Context: an optimization exercise on an open-source flow, tuned for small area, a short achievable clock period and few clock cycles. The choices shown serve that exercise and are no tape-out recipe.
At most, simulation tests tie the RTL to the original design; equivalence was not proved.
Power is estimated from default activity; no workload was simulated.

Setup of job 8646:
## encode
module encode#(
	parameter DATAWIDTH_STATE		= 16,
	parameter DATAWIDTH_XMAX		= 18,
	parameter DATAWIDTH_RCPFREQ		= 32,
	parameter DATAWIDTH_BIAS		= 10,
	parameter DATAWIDTH_CMPLFREQ	= 9,
	parameter DATAWIDTH_RCPSHIFT	= 6,
	parameter RANS_BYTE_L_SHIFT		= 8,
	parameter DATANUM				= 130560
)(
	input wire								clk,
	input wire								rst,
	input wire								start,
	output reg								onebyte_end,
	output reg								finish,
	input wire	[	 DATAWIDTH_XMAX-1:0]	x_max,
	input wire								x_max_valid,
	input wire	[ DATAWIDTH_RCPFREQ-1:0]	rcp_freq,
	input wire								rcp_freq_valid,
	input wire	[	 DATAWIDTH_BIAS-1:0]	bias,
	input wire								bias_valid,
	input wire	[DATAWIDTH_CMPLFREQ-1:0]	cmpl_freq,
	input wire								cmpl_freq_valid,
	input wire	[DATAWIDTH_RCPSHIFT-1:0]	rcp_shift,
	input wire								rcp_shift_valid,
	input wire								tvalid,
	input wire	[			   	    7:0]	tdata,
	input wire								tlast,
	output reg	[			   	    7:0]	byte_enc,
	output reg								out_valid
);
export LEC_CHECK = 0
export CAP_MARGIN = 20
export CORE_MARGIN = 2
export CORE_UTILIZATION = 45
export SETUP_SLACK_MARGIN = 5
export SLEW_MARGIN = 20
export SYNTH_MEMORY_MAX_BITS = 16384
create_clock -name core_clock -period 10.0 [get_ports {clk}]
standard.sh (not shown) runs the stock make flow with config.mk's settings and CLKGATE_MAP_FILE= SYNTH_SCRIPT=/design/flow/synth_recipe.tcl, a recipe that flattens the netlist after the stock synthesis.
==> flow/flow/run.sh <==
#!/bin/bash
# Standard synthesis, then the standard ORFS layout steps with repair_timing
# aiming at a larger setup slack (a tighter internal target than the clock).
set -euo pipefail
MARGIN=${MARGIN:-6.0}
bash standard.sh synth > synth.log 2>&1
sed "s/SETUP_SLACK_MARGIN=[0-9.]*/SETUP_SLACK_MARGIN=$MARGIN/" standard.sh > layout.sh
grep -q "SETUP_SLACK_MARGIN=$MARGIN" layout.sh
bash layout.sh > layout.log 2>&1
[inputs] job 1735 vs job 8646
diff --git a/flow/flow/run.sh b/flow/flow/run.sh
--- a/flow/flow/run.sh
+++ b/flow/flow/run.sh
@@ -5 +5 @@
-MARGIN=${MARGIN:-6.0}
+MARGIN=${MARGIN:-7.5}
==> results.txt <==
- Every run in the comparison, job 8646 and job 1735, completed the flow with a clean layout.
- Between job 1735 and job 8646, it is job 1735 whose fraction of power consumed by combinational cells is higher, by 2.2 points.
- Number of clock buffers in the layout came out exactly the same in job 8646 and job 1735.
- Taking job 8646 as the reference point, the design area of job 1735 rises by about 9%.
- The die footprint was comparable across job 8646 and job 1735.
- Going from job 8646 to job 1735, number of fill cells in the layout shrank by a few percent.
- Summary of job 1735 over job 8646: combined global-route utilization of all metal layers moved up, detailed-routed wire length on met3 moved up, average routed wire per standard cell moved up, number of detailed-route iterations in the first pass moved up.
No functional check of the RTL was part of any run of this note.

---

The RTL this note starts from:
==> flow/design.v <==
module encode#(
	parameter DATAWIDTH_STATE		= 16,
	parameter DATAWIDTH_XMAX		= 18,
	parameter DATAWIDTH_RCPFREQ		= 32,
	parameter DATAWIDTH_BIAS		= 10,
	parameter DATAWIDTH_CMPLFREQ	= 9,
	parameter DATAWIDTH_RCPSHIFT	= 6,
	parameter RANS_BYTE_L_SHIFT		= 8,
	parameter DATANUM				= 130560
)(
	input wire								clk,
	input wire								rst,
	input wire								start,
	output reg								onebyte_end,
	output reg								finish,
	input wire	[	 DATAWIDTH_XMAX-1:0]	x_max,
	input wire								x_max_valid,
	input wire	[ DATAWIDTH_RCPFREQ-1:0]	rcp_freq,
	input wire								rcp_freq_valid,
	input wire	[	 DATAWIDTH_BIAS-1:0]	bias,
	input wire								bias_valid,
	input wire	[DATAWIDTH_CMPLFREQ-1:0]	cmpl_freq,
	input wire								cmpl_freq_valid,
	input wire	[DATAWIDTH_RCPSHIFT-1:0]	rcp_shift,
	input wire								rcp_shift_valid,
	input wire								tvalid,
	input wire	[			   	    7:0]	tdata,
	input wire								tlast,
	output reg	[			   	    7:0]	byte_enc,
	output reg								out_valid
);
	function [9:0] r4step;
		input [7:0] R;
		input [1:0] d;
		input [7:0] f;
		input [9:0] f3;
		reg   [9:0]  W;
		reg   [10:0] d1, d2, d3;
		begin
			W  = {R, d};
			d1 = {1'b0, W} - {3'b0, f};
			d2 = {1'b0, W} - {2'b0, f, 1'b0};
			d3 = {1'b0, W} - {1'b0, f3};
			if (!d3[10])      r4step = {2'd3, d3[7:0]};
			else if (!d2[10]) r4step = {2'd2, d2[7:0]};
			else if (!d1[10]) r4step = {2'd1, d1[7:0]};
			else              r4step = {2'd0, W[7:0]};
		end
	endfunction
	reg rst_r;
	always @(posedge clk) rst_r <= rst;
	reg			ld_v;
	reg	[7:0]	ld_f;
	always @(posedge clk) begin
		ld_v <= x_max_valid;
		ld_f <= x_max[15:8];
	end
	reg	[7:0]	ld_cnt;		 
	reg	[8:0]	ld_acc;		 
	always @(posedge clk) begin
		if (rst_r) begin
			ld_cnt <= 8'd0;
			ld_acc <= 9'd0;
		end else if (ld_v) begin
			ld_cnt <= ld_cnt + 8'd1;
			ld_acc <= ld_acc + {1'b0, ld_f};
		end
	end
	reg	[3*255-1:0]	lsr;	 
	always @(posedge clk)
		if (ld_v) lsr <= {lsr[3*254-1:0], ld_acc[2:0]};
	reg	[7:0]	thr [1:32];
	genvar gk;
	generate for (gk = 1; gk <= 32; gk = gk + 1) begin : g_thr
		always @(posedge clk)
			if (ld_v && ld_acc[8:3] < gk) thr[gk] <= ld_cnt;
	end endgenerate
	reg	[7:0]	idx;
	always @(posedge clk)
		idx <= tvalid ? tdata : idx + 8'd1;
	wire [2:0] lrow [0:255];
	genvar gp;
	generate for (gp = 0; gp < 255; gp = gp + 1) begin : g_row
		assign lrow[gp] = lsr[3*gp +: 3];
	end endgenerate
	assign lrow[255] = 3'd0;
	wire [2:0] rd_lo = lrow[~idx];
	wire [32:1] t;
	generate for (gk = 1; gk <= 32; gk = gk + 1) begin : g_cmp
		assign t[gk] = idx > thr[gk];
	end endgenerate
	wire [4:0] rd_hi;
	assign rd_hi[4] = t[16] ^ t[32];
	assign rd_hi[3] = t[8] ^ t[16] ^ t[24] ^ t[32];
	assign rd_hi[2] = t[4] ^ t[8] ^ t[12] ^ t[16] ^ t[20] ^ t[24] ^ t[28] ^ t[32];
	assign rd_hi[1] = ^{t[2], t[4], t[6], t[8], t[10], t[12], t[14], t[16],
	                    t[18], t[20], t[22], t[24], t[26], t[28], t[30], t[32]};
	assign rd_hi[0] = ^t;
	wire [7:0] rd_cdf = {rd_hi, rd_lo};
	reg			v1, v2, v3, v4, v5, fin1;
	reg			l1, l2, l3, l4, l5;
	always @(posedge clk) begin
		if (rst_r) begin
			v1 <= 1'b0; v2 <= 1'b0; v3 <= 1'b0; v4 <= 1'b0; v5 <= 1'b0; fin1 <= 1'b0;
		end else begin
			v1 <= tvalid; v2 <= v1; v3 <= v2; v4 <= v3; v5 <= v4;
			fin1 <= v5 & l5;
		end
		l1 <= tlast; l2 <= l1; l3 <= l2; l4 <= l3; l5 <= l4;
	end
	reg	[7:0]	c0, c1;
	always @(posedge clk) begin
		if (v1) c0 <= rd_cdf;
		c1 <= rd_cdf;
	end
	reg	[7:0]	pf, pc;
	reg	[9:0]	pf3;
	wire [7:0] f_new = c1 - c0;
	always @(posedge clk)
		if (v3) begin
			pf  <= f_new;
			pf3 <= {2'b0, f_new} + {1'b0, f_new, 1'b0};
			pc  <= c0;
		end
	reg	[15:0]	x;
	wire [7:0] hi = x[15:8];
	wire [7:0] lo = x[7:0];
	wire [9:0] a1 = r4step(8'd0,    hi[7:6], pf, pf3);
	wire [9:0] a2 = r4step(a1[7:0], hi[5:4], pf, pf3);
	wire [9:0] b1 = r4step(hi,      lo[7:6], pf, pf3);
	wire [9:0] b2 = r4step(b1[7:0], lo[5:4], pf, pf3);
	wire need = hi >= pf;
	reg			s_need;
	reg	[7:0]	s_ra, s_rb;
	reg	[3:0]	s_qa, s_qb, s_ha, s_lb;
	always @(posedge clk)
		if (v4) begin
			s_need <= need;
			s_ra <= a2[7:0]; s_qa <= {a1[9:8], a2[9:8]}; s_ha <= hi[3:0];
			s_rb <= b2[7:0]; s_qb <= {b1[9:8], b2[9:8]}; s_lb <= lo[3:0];
		end
	wire [9:0] a3 = r4step(s_ra,    s_ha[3:2], pf, pf3);
	wire [9:0] a4 = r4step(a3[7:0], s_ha[1:0], pf, pf3);
	wire [9:0] b3 = r4step(s_rb,    s_lb[3:2], pf, pf3);
	wire [9:0] b4 = r4step(b3[7:0], s_lb[1:0], pf, pf3);
	wire [7:0] q_new = s_need ? {s_qa, a3[9:8], a4[9:8]} : {s_qb, b3[9:8], b4[9:8]};
	wire [7:0] r_new = s_need ? a4[7:0] : b4[7:0];
	wire [15:0] x_new = {q_new, r_new + pc};
	always @(posedge clk)
		if (start)   x <= 16'd256;
		else if (v5) x <= x_new;
	always @(posedge clk) begin
		onebyte_end <= tvalid;
		if (rst_r) begin
			out_valid <= 1'b0;
			finish    <= 1'b0;
		end else begin
			out_valid <= (v4 & need) | (v5 & l5) | fin1;
			finish    <= fin1;
		end
		if (v4)
			byte_enc <= lo;
		else if (fin1)
			byte_enc <= x[15:8];
		else
			byte_enc <= x_new[7:0];
	end
endmodule
Settings: LEC_CHECK=0, ABC_CLOCK_PERIOD_IN_PS=3000, CAP_MARGIN=20, CORE_MARGIN=2, CORE_UTILIZATION=45, SETUP_SLACK_MARGIN=5, SLEW_MARGIN=20, SYNTH_MEMORY_MAX_BITS=16384; clock period 10.0 ns.
run.sh (not shown) runs the stock make flow with config.mk's settings and CLKGATE_MAP_FILE= SYNTH_SCRIPT=/design/flow/synth_recipe.tcl, a recipe that flattens the netlist after the stock synthesis.
Stock flow here: none of the scripts above is used.
Testbench counts at the start, summed over its fixed seeds: cycles 36,336.
Edit:
Settings changed: ABC_CLOCK_PERIOD_IN_PS 3000 to not set, SETUP_SLACK_MARGIN 5 to not set.
Maximum frequency falls by about 25%; combinational power fell by about 17%; die area does not change; worst setup slack got worse by 2.1 ns; routed wire length is lower by about 2.3%; flip-flop and latch count stays the same; cell area came out lower by about 4.5%; clock skew increases by 0.026 ns.

---

Another version of the RTL of encode (not shown whole).
Size: about 4,200 cells after synthesis, about 1,100 flip-flops, roughly 100 I/O pins, ~52,000 sq um of cells after synthesis.
// encode
module encode#(
	parameter DATAWIDTH_STATE		= 16,
	parameter DATAWIDTH_XMAX		= 18,
	parameter DATAWIDTH_RCPFREQ		= 32,
	parameter DATAWIDTH_BIAS		= 10,
	parameter DATAWIDTH_CMPLFREQ	= 9,
	parameter DATAWIDTH_RCPSHIFT	= 6,
	parameter RANS_BYTE_L_SHIFT		= 8,
	parameter DATANUM				= 130560
)(
	input wire								clk,
	input wire								rst,
	input wire								start,
	output reg								onebyte_end,
	output reg								finish,
	input wire	[	 DATAWIDTH_XMAX-1:0]	x_max,
	input wire								x_max_valid,
	input wire	[ DATAWIDTH_RCPFREQ-1:0]	rcp_freq,
	input wire								rcp_freq_valid,
	input wire	[	 DATAWIDTH_BIAS-1:0]	bias,
	input wire								bias_valid,
	input wire	[DATAWIDTH_CMPLFREQ-1:0]	cmpl_freq,
	input wire								cmpl_freq_valid,
	input wire	[DATAWIDTH_RCPSHIFT-1:0]	rcp_shift,
	input wire								rcp_shift_valid,
	input wire								tvalid,
	input wire	[			   	    7:0]	tdata,
	input wire								tlast,
	output reg	[			   	    7:0]	byte_enc,
	output reg								out_valid
);
	function gt8;
		input [7:0] a;
		input [7:0] b;
		reg [7:0] g, p;
		reg [3:0] g1, p1;
		reg [1:0] g2, p2;
		integer i;
		begin
			g = a & ~b;		 
			p = a | ~b;		 
			for (i = 0; i < 4; i = i + 1) begin
				g1[i] = g[2*i+1] | (p[2*i+1] & g[2*i]);
				p1[i] = g[2*i+1] | (p[2*i+1] & p[2*i]);
			end
			for (i = 0; i < 2; i = i + 1) begin
				g2[i] = g1[2*i+1] | (p1[2*i+1] & g1[2*i]);
  ...
clock: 10.0 ns
lec_check: 0
cap_margin: 20
core_margin: 2
core_utilization: 45
cts_cluster_diameter: 100
cts_cluster_size: 30
setup_slack_margin: 5
slew_margin: 20
synth_memory_max_bits: 16384
standard.sh (not shown) runs the stock make flow with config.mk's settings and CLKGATE_MAP_FILE= SYNTH_SCRIPT=/design/flow/synth_recipe.tcl, a recipe that flattens the netlist after the stock synthesis.
==> flow/flow/run.sh <==
#!/bin/bash
# Standard synthesis, then the standard ORFS layout steps with repair_timing
# aiming at a larger setup slack (a tighter internal target than the clock).
set -euo pipefail
MARGIN=${MARGIN:-6.0}
bash standard.sh synth > synth.log 2>&1
sed "s/SETUP_SLACK_MARGIN=[0-9.]*/SETUP_SLACK_MARGIN=$MARGIN/" standard.sh > layout.sh
grep -q "SETUP_SLACK_MARGIN=$MARGIN" layout.sh
bash layout.sh > layout.log 2>&1
Testbench counts at the start, summed over its fixed seeds: cycles 36,480.
Next try:
--- a/flow/flow/run.sh
+++ b/flow/flow/run.sh
@@ -5 +5 @@
-MARGIN=${MARGIN:-6.0}
+MARGIN=${MARGIN:-6.5}
- TNS_END_PERCENT: not set -> 50
Outcome: The changed run passed the timing, design-rule and antenna checks; utilization came out higher by 1.2 points; cell count went up slightly; first-iteration DRC count is lower slightly; hold slack barely changes; wire length goes up by a few percent; design area climbs by a few percent; die area stays the same; combinational power goes up by a few percent; non-clock buffer count rose by 80; power climbs slightly; worst setup slack gets better by 310 ps.
Next try:
--- a/flow/flow/run.sh
+++ b/flow/flow/run.sh
@@ -5 +5 @@
-MARGIN=${MARGIN:-6.5}
+MARGIN=${MARGIN:-7.0}
- TNS_END_PERCENT: 50 -> not set
The new run finished clean.
Power came out higher by 2.5%.
First-iteration DRC count came out higher by 7.8%.
Register-to-register slack gains 40 ps.
Setup slack gains 41 ps.
Wire length came out higher by 4.9%.
Synthesized cell count is unchanged.
Non-clock buffer count came out higher by 164.
Clock power barely changes.
Critical path depth stays the same.
Fmax came out higher by 1.1%.
Next try:
--- a/flow/flow/run.sh
+++ b/flow/flow/run.sh
@@ -5 +5 @@
-MARGIN=${MARGIN:-7.0}
+MARGIN=${MARGIN:-6.5}
Effect: Design area fell by 4.6%; die area stays the same; synthesized area does not change; non-clock buffer count fell by 157; wire length fell by 4.4%; final cell count fell by 2.6%; register-to-register slack gets worse by 40 ps; power fell by 2.1%; worst setup slack gets worse by 41 ps; utilization fell by 2.4 points; critical path depth stays the same.
Next try:
- TNS_END_PERCENT: not set -> 20
=> Design area came out lower by 0.35%; critical path depth came out higher by 4; clock skew came out lower by 6.3 ps; worst setup slack improves by 27 ps; die area stays the same; fmax came out higher by 0.76%; synthesized area is unchanged.
Next try:
- PLACE_DENSITY: not set -> 0.8
What happened: Power shrinks by 1.4%. Wire length shrinks by 4.6%. Synthesized area does not change. Via count goes up by 4.1%. Sequential share of layout area falls by 0.72 points. Global-route usage fell by 1.6 points. First-iteration DRC count came out higher by 29%. Final area went up by 1.3%. Die area stays the same.

---

Another version of the RTL of encode (not shown whole).
Size in the first run: roughly 1100 flip-flops, ~100 I/O pins.
## encode
module encode#(
	parameter DATAWIDTH_STATE		= 16,
	parameter DATAWIDTH_XMAX		= 18,
	parameter DATAWIDTH_RCPFREQ		= 32,
	parameter DATAWIDTH_BIAS		= 10,
	parameter DATAWIDTH_CMPLFREQ	= 9,
	parameter DATAWIDTH_RCPSHIFT	= 6,
	parameter RANS_BYTE_L_SHIFT		= 8,
	parameter DATANUM				= 130560
)(
	input wire								clk,
	input wire								rst,
	input wire								start,
	output reg								onebyte_end,
	output reg								finish,
	input wire	[	 DATAWIDTH_XMAX-1:0]	x_max,
	input wire								x_max_valid,
	input wire	[ DATAWIDTH_RCPFREQ-1:0]	rcp_freq,
	input wire								rcp_freq_valid,
	input wire	[	 DATAWIDTH_BIAS-1:0]	bias,
	input wire								bias_valid,
	input wire	[DATAWIDTH_CMPLFREQ-1:0]	cmpl_freq,
	input wire								cmpl_freq_valid,
	input wire	[DATAWIDTH_RCPSHIFT-1:0]	rcp_shift,
	input wire								rcp_shift_valid,
	input wire								tvalid,
	input wire	[			   	    7:0]	tdata,
	input wire								tlast,
	output reg	[			   	    7:0]	byte_enc,
	output reg								out_valid
);
==> flow/config.mk <==
export PLATFORM = sky130hd
export DESIGN_NAME = encode
export DESIGN_NICKNAME = encode
export VERILOG_FILES = /design/flow/design.v
export SDC_FILE = /design/flow/constraint.sdc
export NUM_CORES = 8
export LEC_CHECK = 0
export CAP_MARGIN = 20
export CORE_MARGIN = 2
export CORE_UTILIZATION = 45
export CTS_CLUSTER_DIAMETER = 80
export CTS_CLUSTER_SIZE = 24
export SETUP_SLACK_MARGIN = 5
export SLEW_MARGIN = 20
export SYNTH_MEMORY_MAX_BITS = 16384
export TNS_END_PERCENT = 20
==> flow/constraint.sdc <==
create_clock -name core_clock -period 10.0 [get_ports {clk}]
set_input_delay 2.0000 -clock core_clock [delete_from_list [all_inputs] [get_ports {clk}]]
set_output_delay 2.0000 -clock core_clock [all_outputs]
set_load 0.01 [all_outputs]
==> flow/flow/run.sh <==
#!/bin/bash
# Standard synthesis, then the standard ORFS layout steps with repair_timing
# aiming at a larger setup slack (a tighter internal target than the clock).
set -euo pipefail
MARGIN=${MARGIN:-6.5}
bash standard.sh synth > synth.log 2>&1
sed "s/SETUP_SLACK_MARGIN=[0-9.]*/SETUP_SLACK_MARGIN=$MARGIN/" standard.sh > layout.sh
grep -q "SETUP_SLACK_MARGIN=$MARGIN" layout.sh
bash layout.sh > layout.log 2>&1
Testbench counts at the start, summed over its fixed seeds: cycles 36,480.
Rerun with:
--- a/flow/config.mk
+++ b/flow/config.mk
@@ -9,5 +9,5 @@
 export CORE_MARGIN = 2
-export CORE_UTILIZATION = 45
-export CTS_CLUSTER_DIAMETER = 80
-export CTS_CLUSTER_SIZE = 24
+export CORE_UTILIZATION = 50
+export CTS_CLUSTER_DIAMETER = 100
+export CTS_CLUSTER_SIZE = 30
 export SETUP_SLACK_MARGIN = 5
Power drops by 5.2%.
Non-clock buffer count falls by 18.
Hold slack is better by 0.071 ns.
Sequential share of layout area grows by 1.1 points.
Rerun with:
--- a/flow/config.mk
+++ b/flow/config.mk
@@ -9,3 +9,3 @@
 export CORE_MARGIN = 2
-export CORE_UTILIZATION = 50
+export CORE_UTILIZATION = 45
 export CTS_CLUSTER_DIAMETER = 100
Outcome: Design area came out higher slightly; final cell count came out higher by a few percent; synthesized area does not change; worst setup slack improves by 0.15 ns; global-route usage came out lower by 1.9 points; sequential share of layout area came out lower by 0.66 points; die area came out higher by roughly a tenth; power came out higher by a few percent; clock-buffer cell count came out lower by 6.
Rerun with:
--- a/flow/config.mk
+++ b/flow/config.mk
@@ -9,3 +9,3 @@
 export CORE_MARGIN = 2
-export CORE_UTILIZATION = 45
+export CORE_UTILIZATION = 40
 export CTS_CLUSTER_DIAMETER = 100
Final area climbs by 0.92%.
Via count climbs by 0.31%.
Synthesized area does not change.
Non-clock buffer count climbs by 8.
Global-route usage drops by 3.1 points.

[re-timing with driven ports]
No port has a modelled driver above. Below, the same layouts with a new extraction and two added sets of constraints. Step 1: set_driving_cell puts a clkbuf_16 on clk and a buf_2 on each other input, an assumption about the parent block. Step 2 moves the port delays by t, midway between the first and last clock arrival at a register: inputs arrive t later, outputs are due t later. That takes back most of the time a late clock gives input paths. a / b / c = ideal ports / drivers / drivers and shift; a / b = the first two.
run | shift t [ns] | setup slack, ns | hold WS [ns] | worst setup path after step 2 | cell pins on the clock port's net
job 8646 | 0.821 | 6.104 / 6.104 / 6.104 | 0.324 / 0.324 / 0.324 | register to register | 1
job 1735 | 0.831 | 6.229 / 6.229 / 6.229 | 0.324 / 0.324 / 0.324 | register to register | 1
the first run of note 2 | 0.812 | 3.670 / 3.670 / 3.670 | 0.327 / 0.327 / 0.327 | register to register | 1
the second run of note 2 | 0.833 | 1.612 / 1.612 / 1.612 | 0.336 / 0.336 / 0.336 | register to register | 1
the first run of note 3 | 0.750 | 6.034 / 6.034 / 6.034 | 0.331 / 0.331 / 0.331 | register to register | 1
the second run of note 3 | 0.756 | 6.342 / 6.342 / 6.293 | 0.330 / 0.330 / 0.330 | input to register | 1
the third run of note 3 | 0.765 | 6.383 / 6.383 / 6.311 | 0.331 / 0.331 / 0.331 | input to register | 1
the fourth run of note 3 | 0.758 | 6.342 / 6.342 / 6.305 | 0.330 / 0.330 / 0.330 | input to register | 1
the fifth run of note 3 | 0.761 | 6.370 / 6.349 / 6.370 | 0.320 / 0.320 / 0.320 | register to register | 1
the sixth run of note 3 | 0.747 | 6.145 / 6.145 / 6.145 | 0.313 / 0.313 / 0.313 | register to register | 1
the first run of note 4 | 0.770 | 6.339 / 6.339 / 6.339 | 0.266 / 0.266 / 0.266 | register to register | 1
the second run of note 4 | 0.740 | 6.270 / 6.270 / 6.270 | 0.337 / 0.337 / 0.337 | register to register | 1
the third run of note 4 | 0.756 | 6.422 / 6.349 / 6.438 | 0.326 / 0.326 / 0.326 | register to register | 1
the fourth run of note 4 | 0.750 | 6.394 / 6.393 / 6.354 | 0.319 / 0.319 / 0.319 | input to register | 1
After both steps every run listed still meets setup and hold. The setup slack of the third run of note 3, which loses most, moves by 0.000 ns with the drivers and by -0.072 ns with both steps.
